Source: an optimization exercise on an open RTL-to-GDS flow (aim: small area and a short achievable clock period). Production flows keep margins and buffers that such runs may drop.
The RTL was checked by simulation tests, not by an equivalence proof against the original design.
Power and IR drop assume default switching activity.

Setup of job 2137:
## conv3x3_fp32
module conv3x3_fp32(
    input         clk,
    input         resetn,
    input         valid_in,
    input  [31:0] data,
    input  [31:0] w1, w2, w3, w4, w5, w6, w7, w8, w9,
    output        valid_out,
    output [31:0] data_out
);
  reg [3:0] col, row;
  always @(posedge clk or negedge resetn) begin
    if (!resetn) begin col <= 4'd0; row <= 4'd0; end
    else if (valid_in) begin
      if (col == 4'd13) begin col <= 4'd0; row <= (row == 4'd13) ? 4'd0 : row + 4'd1; end
      else col <= col + 4'd1;
    end
  end
  wire win = valid_in & (row >= 4'd2) & (col >= 4'd2);
  reg [19:0] vp;
  always @(posedge clk or negedge resetn) begin
    if (!resetn) vp <= 20'd0;
    else vp <= {vp[18:0], win};
  end
  assign valid_out = vp[19];
  wire [4:0] de = (data[30:23] == 8'd0) ? 5'd0 : data[27:23] + 5'd17;
  wire [28:0] din = {data[31], de, data[22:0]};
  reg [28:0] lb [1:31];
  integer k;
  always @(posedge clk) if (valid_in) begin
    lb[1] <= din;
    for (k = 2; k <= 31; k = k + 1) lb[k] <= lb[k-1];
  end
  wire [22:0] wm1 = w1[22:0];
  wire [22:0] wm2 = w2[22:0];
  wire [22:0] wm3 = w3[22:0];
  wire [22:0] wm4 = w4[22:0];
  wire [22:0] wm5 = w5[22:0];
  wire [22:0] wm6 = w6[22:0];
  wire [22:0] wm7 = w7[22:0];
  wire [22:0] wm8 = w8[22:0];
  wire [22:0] wm9 = w9[22:0];
  reg [28:0] p1d [1:12];
  always @(posedge clk) begin
    p1d[1] <= lb[31];
    for (k = 2; k <= 12; k = k + 1) p1d[k] <= p1d[k-1];
  end
  wire [31:0] P1;
  ...
export LEC_CHECK = 0
export CAP_MARGIN = 30
export CORE_MARGIN = 2
export CORE_UTILIZATION = 55
export CTS_CLUSTER_DIAMETER = 90
export CTS_CLUSTER_SIZE = 28
export SETUP_SLACK_MARGIN = 4.4
export SLEW_MARGIN = 20
create_clock -name core_clock -period 8.0 [get_ports {clk}]
standard.sh (not shown) runs the stock make flow with config.mk's settings and CLKGATE_MAP_FILE= SYNTH_SCRIPT=/design/flow/synth_recipe.tcl, a recipe that flattens the netlist after the stock synthesis.
==> flow/flow/run.sh <==
#!/bin/bash
set -euo pipefail
export BUFFER_PORTS_ARGS="-buffer_cell sky130_fd_sc_hd__buf_4"
bash standard.sh > standard_flow.log 2>&1
Setup changes, job 2137 to job 8082
Settings: SETUP_SLACK_MARGIN now 4.8, was 4.4; CTS_CLUSTER_SIZE no longer set, was 28; CTS_CLUSTER_DIAMETER no longer set, was 90.
Findings:
Job 8082 reports a higher reported net switching power than job 2137 does. Against job 2137, the final cell area of job 8082 is higher. Job 8082 finished every step from synthesis to the final layout, and the layout passed the timing, design-rule and antenna checks. Overall power consumption: higher on job 8082. The inverter count of job 8082 and that of job 2137 are within noise of each other. Job 8082 vs job 2137 — number of global-route vias before repair rose 9080. Met1 routed wirelength after detailed routing in job 8082 vs job 2137: up 4.9%. Going from job 2137 to job 8082, sequential share of layout area went down; period utilization went down. Against job 2137, job 8082 comes in 0.020 ns higher on post-route clock skew. In job 8082, the register-to-register slack came out 0.03 ns above the value in job 2137.
The inputs of job 7717 differ from those of job 8082 as listed below.
Settings: SETUP_SLACK_MARGIN: 4.8 -> 4.4; CTS_CLUSTER_DIAMETER: unset -> 80; CTS_CLUSTER_SIZE: unset -> 35.
### Flow results
Job 8082 -> job 7717: post-synthesis instance area delta 0, exact match. | routed wire length | job 7717 vs job 8082 | 69000 um lower |. Job 7717 vs. job 8082: via count went down by 9104.
Inputs modified between job 7717 and job 3379:
Settings: CTS_CLUSTER_DIAMETER no longer set, was 80; CTS_CLUSTER_SIZE no longer set, was 35; TNS_END_PERCENT now 10, previously not set.
## What came out
Job 7717 ended up with sky130_fd_sc_hd__edfxtp_1 as its highest-delay cell along the critical path; job 3379 ended up with sky130_fd_sc_hd__fa_1. Cell area after layout delta (job 7717 -> job 3379): insignificant. Global-route usage across job 7717 and job 3379: no real change. In job 3379 relative to job 7717, total area of multi-input combinational cells had gone down by a few percent. Of job 7717 and job 3379, the higher layout cell share with drive strength beyond 1 belongs to job 7717. Going from job 7717 to job 3379, met3 layer usage reported by global route +0.89 points, data arrival time of the critical path +0.14 ns, max-slew headroom at the worst pin +0.24 points, setup slack -0.14 ns. Between job 7717 and job 3379, fraction of power spent switching nets is higher for job 7717, job 3379 comes in under that.
Inputs modified between job 3379 and job 6101:
Settings: removing TNS_END_PERCENT (formerly 10); setting CTS_CLUSTER_SIZE to 30 for the first time; setting CTS_CLUSTER_DIAMETER to 60 for the first time.
[summary]
Job 6101 vs job 3379 on total placed instance area: job 6101 is the higher one. Min arrival time of data at the critical path endpoint across job 6101 and job 3379: job 6101. From job 3379 to job 6101 the numbers moved as follows: global-route wire length before repair flat; time the final worst path needs with I/O delays and setup down 0.13 ns. Going from job 3379 to job 6101, required time of the critical path grows by 0.05 ns. Job 6101 ended with more non-clock buffer count in the final layout than job 3379. Compared job 3379 against job 6101; routed wirelength normalized by instance count within noise. Layout buffering overhead excluding clock cells: job 6101 > job 3379. Job 6101: count of clock buffers in the final design lower than job 3379. In the metrics for job 6101 and job 3379, the one carrying the lower number of antenna violations at the first check in global routing is job 3379. Count of inverters other than clock inverters in the layout of job 3379 is on par with job 6101.
The following lists how job 9197 was set up differently from job 6101:
Settings: a change of CTS_CLUSTER_DIAMETER from 60 to 80; a change of SETUP_SLACK_MARGIN from 4.4 to 4.2.
Notes after the runs:
- Sequential power share up 1.2 points in job 9197 wrt job 6101
- Relative to job 6101, job 9197 improves worst hold-check slack.
- Relative to job 6101, post-route cell area has decreased by about 3% in job 9197.

[re-timing with driven ports]
How much do the figures lean on ideal ports? The routed layouts below were timed once more, with nothing changed but the port constraints.
Step 1 (the two cells are an assumption about what drives the block):
set clk [get_ports {clk}]
set_driving_cell -lib_cell sky130_fd_sc_hd__clkbuf_16 $clk
set_driving_cell -lib_cell sky130_fd_sc_hd__buf_2 [delete_from_list [all_inputs] $clk]
Step 2, shift: input delay + t, output delay - t, t = (earliest + latest rising clock arrival at the registers) / 2. This alone moves slack from input paths to output paths.
a / b / c = ideal ports / drivers / drivers and shift; a / b = the first two.
run	t, ns	setup slack, ns	worst hold slack (ns)	worst setup path at the end	cell pins on the clock port's net
job 2137	1.113	4.360 / 4.327 / 3.215	0.298 / 0.298 / 0.298	input to register	1
job 8082	1.145	4.390 / 4.390 / 3.263	0.289 / 0.289 / 0.289	input to register	1
job 7717	1.087	4.399 / 4.328 / 3.240	0.295 / 0.295 / 0.295	input to register	1
job 3379	1.142	4.262 / 4.262 / 3.237	0.277 / 0.277 / 0.277	input to register	1
job 6101	1.139	4.396 / 4.335 / 3.195	0.275 / 0.275 / 0.275	input to register	1
job 9197	1.091	4.254 / 4.254 / 3.253	0.308 / 0.308 / 0.308	input to register	1
After both steps setup and hold are still met in every run listed. For job 6101, which loses most, drivers alone change the setup slack by -0.061 ns; drivers and shift together by -1.201 ns.
